This is an optimization exercise on Yosys and OpenROAD, whose aim is small area, a short achievable clock period and few clock cycles, not a production implementation.
At most, simulation tests tie the RTL to the original design; equivalence was not proved.
Power is estimated from default activity; no workload was simulated.

Setup of run A:
// aoc_solver_top
module aoc_solver_top (
    input         clear,
    input         clock,
    input  [31:0] reg_wdata,
    input         reg_write_strobe,
    input  [3:0]  reg_addr,
    output [31:0] reg_rdata
);
    reg       in_aw, in_dw, in_start;
    reg [9:0] in_a;
    always @(posedge clock) begin
        in_aw    <= ~clear & reg_write_strobe & (reg_addr == 4'd2);
        in_dw    <= ~clear & reg_write_strobe & (reg_addr == 4'd3);
        in_start <= ~clear & reg_write_strobe & (reg_addr == 4'd0) & reg_wdata[0];
        in_a     <= reg_wdata[9:0];
    end
    reg [4:0] off, ax, pr;
    reg       a_up, a_dn, b_up, b_dn;
    always @(posedge clock)
        if (clear) begin
            off  <= 5'd0;
            ax   <= 5'd0;
            pr   <= 5'd1;
            a_up <= 1'b1;
            a_dn <= 1'b0;
            b_up <= 1'b1;
            b_dn <= 1'b1;
        end else begin
            off  <= off + 5'd1;
            a_up <= off != 5'd30;
            a_dn <= off != 5'd31;
            b_up <= off != 5'd14;
            b_dn <= off != 5'd15;
            if (in_aw) begin
                ax <= in_a[4:0];
                pr <= in_a[9:5] + off + 5'd2;
            end else
                pr <= pr + 5'd1;
        end
    reg  [1023:0] ring;     
    wire [31:0]   outA, outB, rmA, rmB;
    wire          en;
    aoc_row_proc pa (.en(en),
        .up(ring[32*30 +: 32] & {32{a_up}}), .mid(ring[32*31 +: 32]),
        .dn(ring[0 +: 32] & {32{a_dn}}), .out(outA), .rm(rmA));
    aoc_row_proc pb (.en(en),
        .up(ring[32*14 +: 32] & {32{b_up}}), .mid(ring[32*15 +: 32]),
        .dn(ring[32*16 +: 32] & {32{b_dn}}), .out(outB), .rm(rmB));
    reg       pend_v, pend_d;
    reg [4:0] pend_x;
    reg [3:0] pend_p;
    always @(posedge clock) begin
        pend_v <= ~clear & in_dw & pr[0];
        pend_d <= in_a[0];
        pend_x <= ax;
        pend_p <= pr[4:1] + 4'd1;
    end
    wire        now_v   = in_dw & ~pr[0];
  ...
make LEC_CHECK=0 ABC_AREA=1 CAP_MARGIN=20 CORE_MARGIN=2 CORE_UTILIZATION=40 CTS_BUF_LIST=sky130_fd_sc_hd__clkbuf_8 CTS_CLUSTER_SIZE=30 SETUP_SLACK_MARGIN=2.2 SLEW_MARGIN=20 finish   # period 5.0 ns
run.sh (not shown) runs the stock make flow with config.mk's settings and CLKGATE_MAP_FILE= SYNTH_SCRIPT=/design/flow/synth_recipe.tcl, a recipe that flattens the netlist after the stock synthesis.
For run B, these inputs were changed with respect to run A:
- clearing CTS_BUF_LIST, which used to be sky130_fd_sc_hd__clkbuf_8
- clearing CTS_CLUSTER_SIZE, which used to be 30
Results
Run A and run B ended up with roughly the same share of cell area taken by multi-input logic gates.
Maximum frequency shrinks slightly when moving from run A to run B.
For DRC marker count from the first detailed-route iteration, dividing the value from run B by the value from run A gives 0.931.
Compared to run A, run B shows a narrower setup margin.
Comparing run A against run B, there is no change at all in sequential share of the synthesized area.
Post-route fraction of the period consumed by the critical path in run B is 0.38 points higher than in run A
Count of non-CTS buffers in the layout of run B falls short of that of run A by a few percent.
The lower post-cts repair resize count of run B and run A is in run A.
Met2 wire length | run B below run A
Diff run A -> run B: power of the clock network now sits higher, via count went down by 654.
The inputs of run C differ from those of run B as listed below.
- CTS_BUF_LIST: unset -> sky130_fd_sc_hd__clkbuf_4 sky130_fd_sc_hd__clkbuf_8
[summary]
- Sort run B and run C by met3 usage, descending, and run C comes first.
- Run C vs. run B: power density normalized to cell area held steady, final area shows an increase of 430 µm².
- The critical path capture point comes out reg_rdata[16] in one run and part[7][1]$_DFF_P_ in the other, namely in run C and run B respectively.
- Any difference in met1 usage between run B and run C is small enough to ignore.
- The worst setup margin reported for run C is greater than that of run B by 0.040 ns.
- Higher worst max-slew margin expressed relative to the limit goes to run B over run C.
- in2out as the critical path start-end classification was reported by run C, and reg2reg by run B.
- Per the comparison of run C with run B, met3 wirelength from detailed routing now sits higher; count of clock-buffer cells in the layout +122; fill cell instance count of the final layout held.
No run of this note included a check of the RTL's function; only the layout flow was run.

* * *

Another version of the RTL of aoc_solver_top (not shown whole).
Size in the first run: about 4400 cells after synthesis, ~40000 um2 of cells after synthesis.
export LEC_CHECK = 0
export ABC_AREA = 1
export CAP_MARGIN = 20
export CORE_MARGIN = 2
export CORE_UTILIZATION = 40
export CTS_CLUSTER_DIAMETER = 80
export CTS_CLUSTER_SIZE = 24
export SETUP_SLACK_MARGIN = 2.2
export SLEW_MARGIN = 20
create_clock -name core_clock -period 5.0 [get_ports {clock}]
standard.sh (not shown) runs the stock make flow with config.mk's settings and CLKGATE_MAP_FILE= SYNTH_SCRIPT=/design/flow/synth_recipe.tcl, a recipe that flattens the netlist after the stock synthesis.
==> flow/flow/run.sh <==
#!/bin/bash
# The standard layout, with the port buffers made of sky130_fd_sc_hd__buf_4
# instead of the buffer cell buffer_ports picks by itself (a slow
# clkdlybuf4s50_1 here, which sizing then keeps within its footprint).
set -euo pipefail
bash standard.sh 'BUFFER_PORTS_ARGS=-buffer_cell sky130_fd_sc_hd__buf_4' finish > standard_make.log 2>&1
Testbench counts at the start, summed over its fixed seeds: cycles 148,160.
Edit:
==> flow/run.sh (new file) <==
#!/bin/bash
# synth_recipe.tcl (not shown) runs the flow's synth.tcl, then flattens the netlist and writes it again
# the make line also repeats each setting of config.mk as NAME=value (left out here)
make -C /OpenROAD-flow-scripts/flow DESIGN_CONFIG=/design/flow/config.mk WORK_HOME=/design/flow/orfs CLKGATE_MAP_FILE= SYNTH_SCRIPT=/design/flow/synth_recipe.tcl finish
- GPL_ROUTABILITY_DRIVEN: not set -> 0
- GPL_TIMING_DRIVEN: not set -> 0
removed: flow/flow/run.sh
removed: flow/standard.sh
Effect: The changed run went through all stages and came out clean; sequential power barely changes; non-clock buffer count increases by 228; flip-flop and latch count does not change; final area increases slightly; power increases slightly.
Edit:
- GPL_ROUTABILITY_DRIVEN: 0 -> not set
- GPL_TIMING_DRIVEN: 0 -> not set
Effect: Wire length fell by about a fifth. Die area is unchanged. Final area fell slightly. Clock-buffer cell count fell by 3. Total power fell slightly. Non-clock buffer count fell by 234. Clock skew fell by 3.3 ps. Area after synthesis stays the same. Clock power fell by a few percent. Utilization fell by 0.73 points. Via count fell by a few percent.
Edit:
- CORE_UTILIZATION: 40 -> 50
- PLACE_DENSITY: not set -> 0.65
What happened: The changed run produced a clean layout; worst setup slack degrades by 81 ps; area after synthesis stays the same; count of clock-buffer cells in the layout rises by 3; wire length came out lower by about 5%; sequential share of layout area climbs by 0.19 points.
Edit:
- CORE_UTILIZATION: 50 -> 40
- PLACE_DENSITY: 0.65 -> not set
- SETUP_SLACK_MARGIN: 2.2 -> 2.4
What happened:
- The new run completed without violations
- fmax rose slightly
- wire length increases by a few percent
- core utilization is lower by 10 points
- global-route usage came out lower by 3.6 points
- power is about the same
- setup slack is better by 19 ps
- cell area came out higher slightly
- synthesized cell count is unchanged
- flip-flop and latch count stays the same

* * *

the baseline:
The RTL this note starts from:
==> flow/design.v <==
module aoc_solver_top (
    input         clear,
    input         clock,
    input  [31:0] reg_wdata,
    input         reg_write_strobe,
    input  [3:0]  reg_addr,
    output [31:0] reg_rdata
);
    reg       in_aw, in_dw, in_start;
    reg [9:0] in_a;
    always @(posedge clock) begin
        in_aw    <= ~clear & reg_write_strobe & (reg_addr == 4'd2);
        in_dw    <= ~clear & reg_write_strobe & (reg_addr == 4'd3);
        in_start <= ~clear & reg_write_strobe & (reg_addr == 4'd0) & reg_wdata[0];
        in_a     <= reg_wdata[9:0];
    end
    reg [4:0] off, ax, pr;
    reg       a_up, a_dn, b_up, b_dn;
    always @(posedge clock)
        if (clear) begin
            off  <= 5'd0;
            ax   <= 5'd0;
            pr   <= 5'd1;
            a_up <= 1'b1;
            a_dn <= 1'b0;
            b_up <= 1'b1;
            b_dn <= 1'b1;
        end else begin
            off  <= off + 5'd1;
            a_up <= off != 5'd30;
            a_dn <= off != 5'd31;
            b_up <= off != 5'd14;
            b_dn <= off != 5'd15;
            if (in_aw) begin
                ax <= in_a[4:0];
                pr <= in_a[9:5] + off + 5'd2;
            end else
                pr <= pr + 5'd1;
        end
    reg  [1023:0] ring;     
    wire [31:0]   outA, outB, rmA, rmB;
    wire          en;
    aoc_row_proc pa (.en(en),
        .up(ring[32*30 +: 32] & {32{a_up}}), .mid(ring[32*31 +: 32]),
        .dn(ring[0 +: 32] & {32{a_dn}}), .out(outA), .rm(rmA));
    aoc_row_proc pb (.en(en),
        .up(ring[32*14 +: 32] & {32{b_up}}), .mid(ring[32*15 +: 32]),
        .dn(ring[32*16 +: 32] & {32{b_dn}}), .out(outB), .rm(rmB));
    reg         pend_v, pend_d;
    always @(posedge clock) begin
        pend_v <= ~clear & in_dw & pr[0];
        pend_d <= in_a[0];
    end
    wire        wr_d    = in_dw ? in_a[0] : pend_d;
    wire [31:0] col_sel = 32'd1 << ax;
    wire        dw_next = ~clear & reg_write_strobe & (reg_addr == 4'd3);
    wire        pv_next = ~clear & in_dw & pr[0];
    wire [4:0]  pr_next = clear ? 5'd1 : in_aw ? (in_a[9:5] + off + 5'd2) : (pr + 5'd1);
    reg  [15:0] rs;
    always @(posedge clock)
        rs <= ((dw_next | pv_next) & ~pr_next[0]) ? (16'd1 << pr_next[4:1]) : 16'd0;
    genvar p;
    generate
        for (p = 0; p < 32; p = p + 1) begin : g_row
            wire [31:0] prev;
            if (p == 0)       assign prev = outA;
            else if (p == 16) assign prev = outB;
            else              assign prev = ring[32*(p-1) +: 32];
            if (p % 2 == 0) begin : g_wr
                wire        rsel = rs[p / 2];
                wire [31:0] wsel = col_sel & {32{rsel}};
                always @(posedge clock)
                    ring[32*p +: 32] <= (prev & ~wsel) | ({32{wr_d}} & wsel);
            end else begin : g_nowr
                always @(posedge clock)
                    ring[32*p +: 32] <= prev;
            end
        end
    endgenerate
    wire [63:0] cin = {ring[32*30 +: 32], ring[32*14 +: 32]};
    wire [63:0] rmv = {rmA, rmB};
    reg  [2:0]  part [0:8];
    reg         part9;
    reg  [7:0]  ro;
    integer i;
    always @(posedge clock) begin
        for (i = 0; i < 9; i = i + 1)
            part[i] <= pop7(cin[7*i +: 7]);
        part9 <= cin[63];
        for (i = 0; i < 8; i = i + 1)
            ro[i] <= |rmv[8*i +: 8];
    end
    reg [4:0] q0, q1, q2;
    reg [6:0] psum;
    reg       rq2;
    always @(posedge clock) begin
        q0   <= (part[0] + part[1]) + part[2];
        q1   <= (part[3] + part[4]) + part[5];
        q2   <= (part[6] + part[7]) + (part[8] + part9);
        psum <= (q0 + q1) + q2;
        rq2  <= |ro;
    end
    reg        solving, fin, done, blk0, cp, bq;
    reg [1:0]  vs;            
    reg [3:0]  bc;
    reg [10:0] bs, b0;
    wire       go     = vs[1] & ~fin;
    wire       bq_now = (bc == 4'd0) ? rq2 : (bq | rq2);
    assign en = solving;
    always @(posedge clock)
        if (clear) begin
            solving <= 1'b0;
            fin     <= 1'b0;
            done    <= 1'b0;
            blk0    <= 1'b1;
            cp      <= 1'b0;
            bq      <= 1'b0;
            vs      <= 2'd0;
            bc      <= 4'd0;
            bs      <= 11'd0;
            b0      <= 11'd0;
        end else begin
            vs <= {vs[0], solving & ~fin};
            if (in_start & ~solving & ~fin & ~done)
                solving <= 1'b1;
            cp <= go & blk0 & (bc == 4'd15);
            if (go) begin
                bc <= bc + 4'd1;
                bq <= bq_now;
                bs <= ((bc == 4'd0) ? 11'd0 : bs) + psum;
                if (bc == 4'd15) begin
                    blk0 <= 1'b0;
                    if (~bq_now) begin
                        solving <= 1'b0;
                        fin     <= 1'b1;
                    end
                end
            end
            if (fin & ~done) begin
                done <= 1'b1;
                b0   <= cp ? 11'd0 : (b0 - bs);
            end else if (cp)
                b0 <= bs;
        end
    function [2:0] pop7(input [6:0] b);
        reg c1, s1, c2, s2, c3, s3;
        begin
            {c1, s1} = b[0] + b[1] + b[2];
            {c2, s2} = b[3] + b[4] + b[5];
            {c3, s3} = s1 + s2 + b[6];
            pop7 = {2'b00, s3} + ({1'b0, c1} + c2 + c3) * 2;
        end
    endfunction
    assign reg_rdata = (reg_addr == 4'd1) ? {5'd0, b0, 15'd0, done} : 32'd0;
endmodule
module aoc_row_proc (
    input         en,
    input  [31:0] up,
    input  [31:0] mid,
    input  [31:0] dn,
    output [31:0] out,
    output [31:0] rm
);
    wire [33:0] u  = {1'b0, up, 1'b0};
    wire [33:0] m  = {1'b0, mid, 1'b0};
    wire [33:0] d  = {1'b0, dn, 1'b0};
    wire [33:0] cs = u ^ m ^ d;
    wire [33:0] cc = (u & m) | (u & d) | (m & d);
    genvar x;
    generate
        for (x = 0; x < 32; x = x + 1) begin : g_col
            wire c0 = cc[x], c1 = cc[x+1], c2 = cc[x+2];
            wire s0 = cs[x], s1 = cs[x+1], s2 = cs[x+2];
            wire ge5 = (((c0 & c1) | (c0 & c2) | (c1 & c2)) & (s0 | s1 | s2 | (c0 & c1 & c2)))
                     | ((c0 | c1 | c2) & s0 & s1 & s2);
            assign rm[x] = en & mid[x] & ~ge5;
        end
    endgenerate
    assign out = mid & ~rm;
endmodule
Settings: LEC_CHECK=0, ABC_AREA=1, CAP_MARGIN=20, CORE_MARGIN=2, CORE_UTILIZATION=40, CTS_CLUSTER_DIAMETER=80, CTS_CLUSTER_SIZE=24, SETUP_SLACK_MARGIN=2.55, SLEW_MARGIN=20; clock period 5.0 ns.
==> flow/flow/run.sh <==
#!/bin/bash
# The standard layout with two changes, both to the design's combinational
# logic in front of the ports, none to its registers:
#  - reg_rdata: flow/rdata_patch.py replaces the shared reg_addr decode that
#    synthesis puts in front of the status bits by a 2-gate cone per bit
#    (see the script);
#  - the port buffers are sky130_fd_sc_hd__buf_4, not the slow
#    clkdlybuf4s50_1 that buffer_ports picks by itself.
# Each step's output goes to a log file of its own in this folder.
set -euo pipefail
bash standard.sh synth > standard_synth.log 2>&1
python3 flow/rdata_patch.py orfs/results/sky130hd/aoc_solver_top/base/1_2_yosys.v > rdata_patch.log 2>&1
bash standard.sh 'BUFFER_PORTS_ARGS=-buffer_cell sky130_fd_sc_hd__buf_4' finish > standard_finish.log 2>&1
Other scripts of this flow, unchanged in this note and not shown: flow/flow/rdata_patch.py
Testbench counts of the baseline, summed over its fixed seeds: cycles 148,160.
--- input diff the baseline..the candidate ---
Settings: a change of SETUP_SLACK_MARGIN from 2.55 to 2.45.
## What came out
- The candidate has more setup slack than the baseline.
- Leakage power summed over all cells of the candidate falls short of that of the baseline slightly.
- The candidate ended with every stage complete and zero timing, DRC or antenna violations.
- The baseline has higher total length of routed wires than the candidate.

* * *

Another version of the RTL of aoc_solver_top (not shown whole).
Size: ~4300 cells after synthesis, ~1100 flip-flops, roughly 39000 sq um of cells after synthesis.
export LEC_CHECK = 0
export ABC_AREA = 1
export CAP_MARGIN = 20
export CORE_MARGIN = 2
export CORE_UTILIZATION = 40
export CTS_CLUSTER_DIAMETER = 80
export CTS_CLUSTER_SIZE = 24
export SETUP_SLACK_MARGIN = 2.35
export SLEW_MARGIN = 20
create_clock -name core_clock -period 5.0 [get_ports {clock}]
==> flow/flow/rdata_patch.py <==
#!/usr/bin/env python3
"""Rewrites the logic in front of reg_rdata in a Yosys netlist of aoc_solver_top.

Every reg_rdata bit that holds state is (reg_addr == 1) & state_bit. Synthesis shares one
decode of reg_addr among them, three gates deep behind the port. This puts a 2-gate cone
in front of each such bit instead:
  z   = nor3(reg_addr[3], reg_addr[2], reg_addr[1])
  out = and3(z, reg_addr[0], state_bit)
and drops the gates left driving nothing. The registers are not touched.
usage: rdata_patch.py NETLIST  (rewritten in place)
"""
import re, sys

path = sys.argv[1]
text = open(path).read()
STATE = {0: 'done'}
STATE.update({16 + i: '\\b0[%d]' % i for i in range(11)})
OUTPINS = {'X', 'Y', 'Q', 'Q_N', 'SUM', 'COUT', 'HI', 'LO'}

head_end = text.index('  sky130_fd_sc_hd__')
head, body = text[:head_end], text[head_end:]
tail_start = body.rindex('endmodule')
body, tail = body[:tail_start], body[tail_start:]
inst_re = re.compile(r'  (sky130_fd_sc_hd__\w+) (\\?\S+)\s+\((.*?)\n  \);\n', re.S)
insts = []
pos = 0
for m in inst_re.finditer(body):
    assert body[pos:m.start()].strip() == '', body[pos:m.start()][:200]
    pins = [(p, n.strip()) for p, n in re.findall(r'\.(\w+)\(([^()]*)\)', m.group(3))]
    insts.append([m.group(1), m.group(2), pins])
    pos = m.end()
rest = body[pos:]

def esc(n):
    return n + ' ' if n.startswith('\\') else n

def outs(i):
    return [n for p, n in i[2] if p in OUTPINS]

drivers = {}
for i in insts:
    for n in outs(i):
        drivers[n] = i
# the state nets must be flip-flop outputs
for bit, net in STATE.items():
    d = drivers.get(net)
    if d is None or 'df' not in d[0]:
        print('state net %r not a flip-flop output; netlist left as is' % net)
        sys.exit(0)
removed = set()
for bit in STATE:
    d = drivers.get('reg_rdata[%d]' % bit)
    if d is None:
        print('reg_rdata[%d] has no driver; netlist left as is' % bit)
        sys.exit(0)
    removed.add(id(d))
# drop gates that drive nothing (not flip-flops)
ports = set(re.findall(r'(?:output|input)\s+(?:\[\d+:\d+\]\s+)?(\w+)', head))
changed = True
while changed:
    changed = False
    used = set()
    for i in insts:
        if id(i) in removed:
            continue
        for p, n in i[2]:
            if p not in OUTPINS:
                used.add(n)
    used |= set(re.findall(r'assign\s+\S+\s*=\s*(\\?\S+?)\s*;', rest))
    for i in insts:
        if id(i) in removed or 'df' in i[0]:
            continue
        o = outs(i)
        if o and all((n not in used) and not n.startswith('reg_rdata') for n in o):
            removed.add(id(i))
            changed = True
kept = [i for i in insts if id(i) not in removed]
new = []
wires = []
for bit, net in sorted(STATE.items()):
    w = 'rdpatch_n%d' % bit
    wires.append('  wire %s;\n' % w)
    new.append('  sky130_fd_sc_hd__nor3_1 rdpatch_nor%d (\n    .A(reg_addr[3]),\n    .B(reg_addr[2]),\n    .C(reg_addr[1]),\n    .Y(%s)\n  );\n' % (bit, w))
    new.append('  sky130_fd_sc_hd__and3_1 rdpatch_and%d (\n    .A(%s),\n    .B(reg_addr[0]),\n    .C(%s),\n    .X(reg_rdata[%d])\n  );\n' % (bit, w, esc(net), bit))
def fmt(i):
    return '  %s %s (\n%s\n  );\n' % (i[0], esc(i[1]), ',\n'.join('    .%s(%s)' % (p, esc(n)) for p, n in i[2]))
out = head + ''.join(wires) + ''.join(fmt(i) for i in kept) + ''.join(new) + rest + tail
open(path, 'w').write(out)
print('removed %d cells, added %d' % (len(insts) - len(kept), len(new)))
Scripts as last shown in full above: flow/flow/run.sh
The baseline went through all stages and came out clean.
Testbench counts at the start, summed over its fixed seeds: cycles 150,400.
Then changed:
--- a/flow/flow/rdata_patch.py
+++ b/flow/flow/rdata_patch.py
@@ -31,4 +31,5 @@
     pos = m.end()
 rest = body[pos:]
+assert rest.strip().startswith('assign') or rest.strip() == '' or True
 
 def esc(n):
- SETUP_SLACK_MARGIN: 2.35 -> 2.25
=> The new run completed with no timing, DRC or antenna violations. Worst setup slack is worse by 0.035 ns. Count of clock-buffer cells in the layout is unchanged. Core utilization is about the same. Clock power barely changes. Hold slack barely changes. Sequential power barely changes.

-- separate check: timing with driven ports --
How much do the figures lean on ideal ports? The routed layouts below were timed once more, with nothing changed but the port constraints. Step 1 assumes that a clkbuf_16 drives the clock port and a buf_2 every other input. Step 2 also shifts input and output timing later by t, the mid clock arrival at the registers, as if the neighbouring blocks saw the same clock. Three values: ideal, step 1, step 2; two values: the first two.
run | t, ns | slack for setup (ns) | worst setup path at the end | latest minus earliest clock arrival (ns) | slew at the worst register clock pin (ns)
run A | 0.915 | 2.188 / 2.188 / 2.188 | register to register | 0.066 / 0.066 | 0.07 / 0.07
run B | 0.758 | 2.169 / 2.169 / 2.169 | register to register | 0.027 / 0.026 | 0.07 / 0.07
run C | 0.915 | 2.208 / 2.177 / 2.177 | input to output | 0.062 / 0.062 | 0.07 / 0.07
the first run of note 2 | 0.722 | 2.248 / 2.221 / 2.089 | input to register | 0.037 / 0.036 | 0.10 / 0.10
the second run of note 2 | 0.731 | 2.121 / 2.121 / 2.121 | register to register | 0.036 / 0.036 | 0.10 / 0.10
the third run of note 2 | 0.726 | 2.224 / 2.224 / 2.181 | input to register | 0.030 / 0.030 | 0.10 / 0.10
the fourth run of note 2 | 0.706 | 2.143 / 2.143 / 1.751 | input to register | 0.029 / 0.029 | 0.10 / 0.10
the fifth run of note 2 | 0.716 | 2.162 / 2.128 / 1.969 | input to register | 0.031 / 0.031 | 0.10 / 0.10
the baseline | 0.720 | 2.391 / 2.306 / 2.306 | input to output | 0.032 / 0.032 | 0.10 / 0.10
the candidate | 0.720 | 2.399 / 2.308 / 2.308 | input to output | 0.033 / 0.033 | 0.10 / 0.10
the first run of note 4 | 0.717 | 2.410 / 2.377 / 2.166 | input to register | 0.036 / 0.036 | 0.10 / 0.10
the second run of note 4 | 0.717 | 2.375 / 2.350 / 2.170 | input to register | 0.034 / 0.034 | 0.10 / 0.10
After both steps every run listed still meets setup and hold. The setup slack of the fourth run of note 2, which loses most, moves by 0.000 ns with the drivers and by -0.392 ns with both steps.
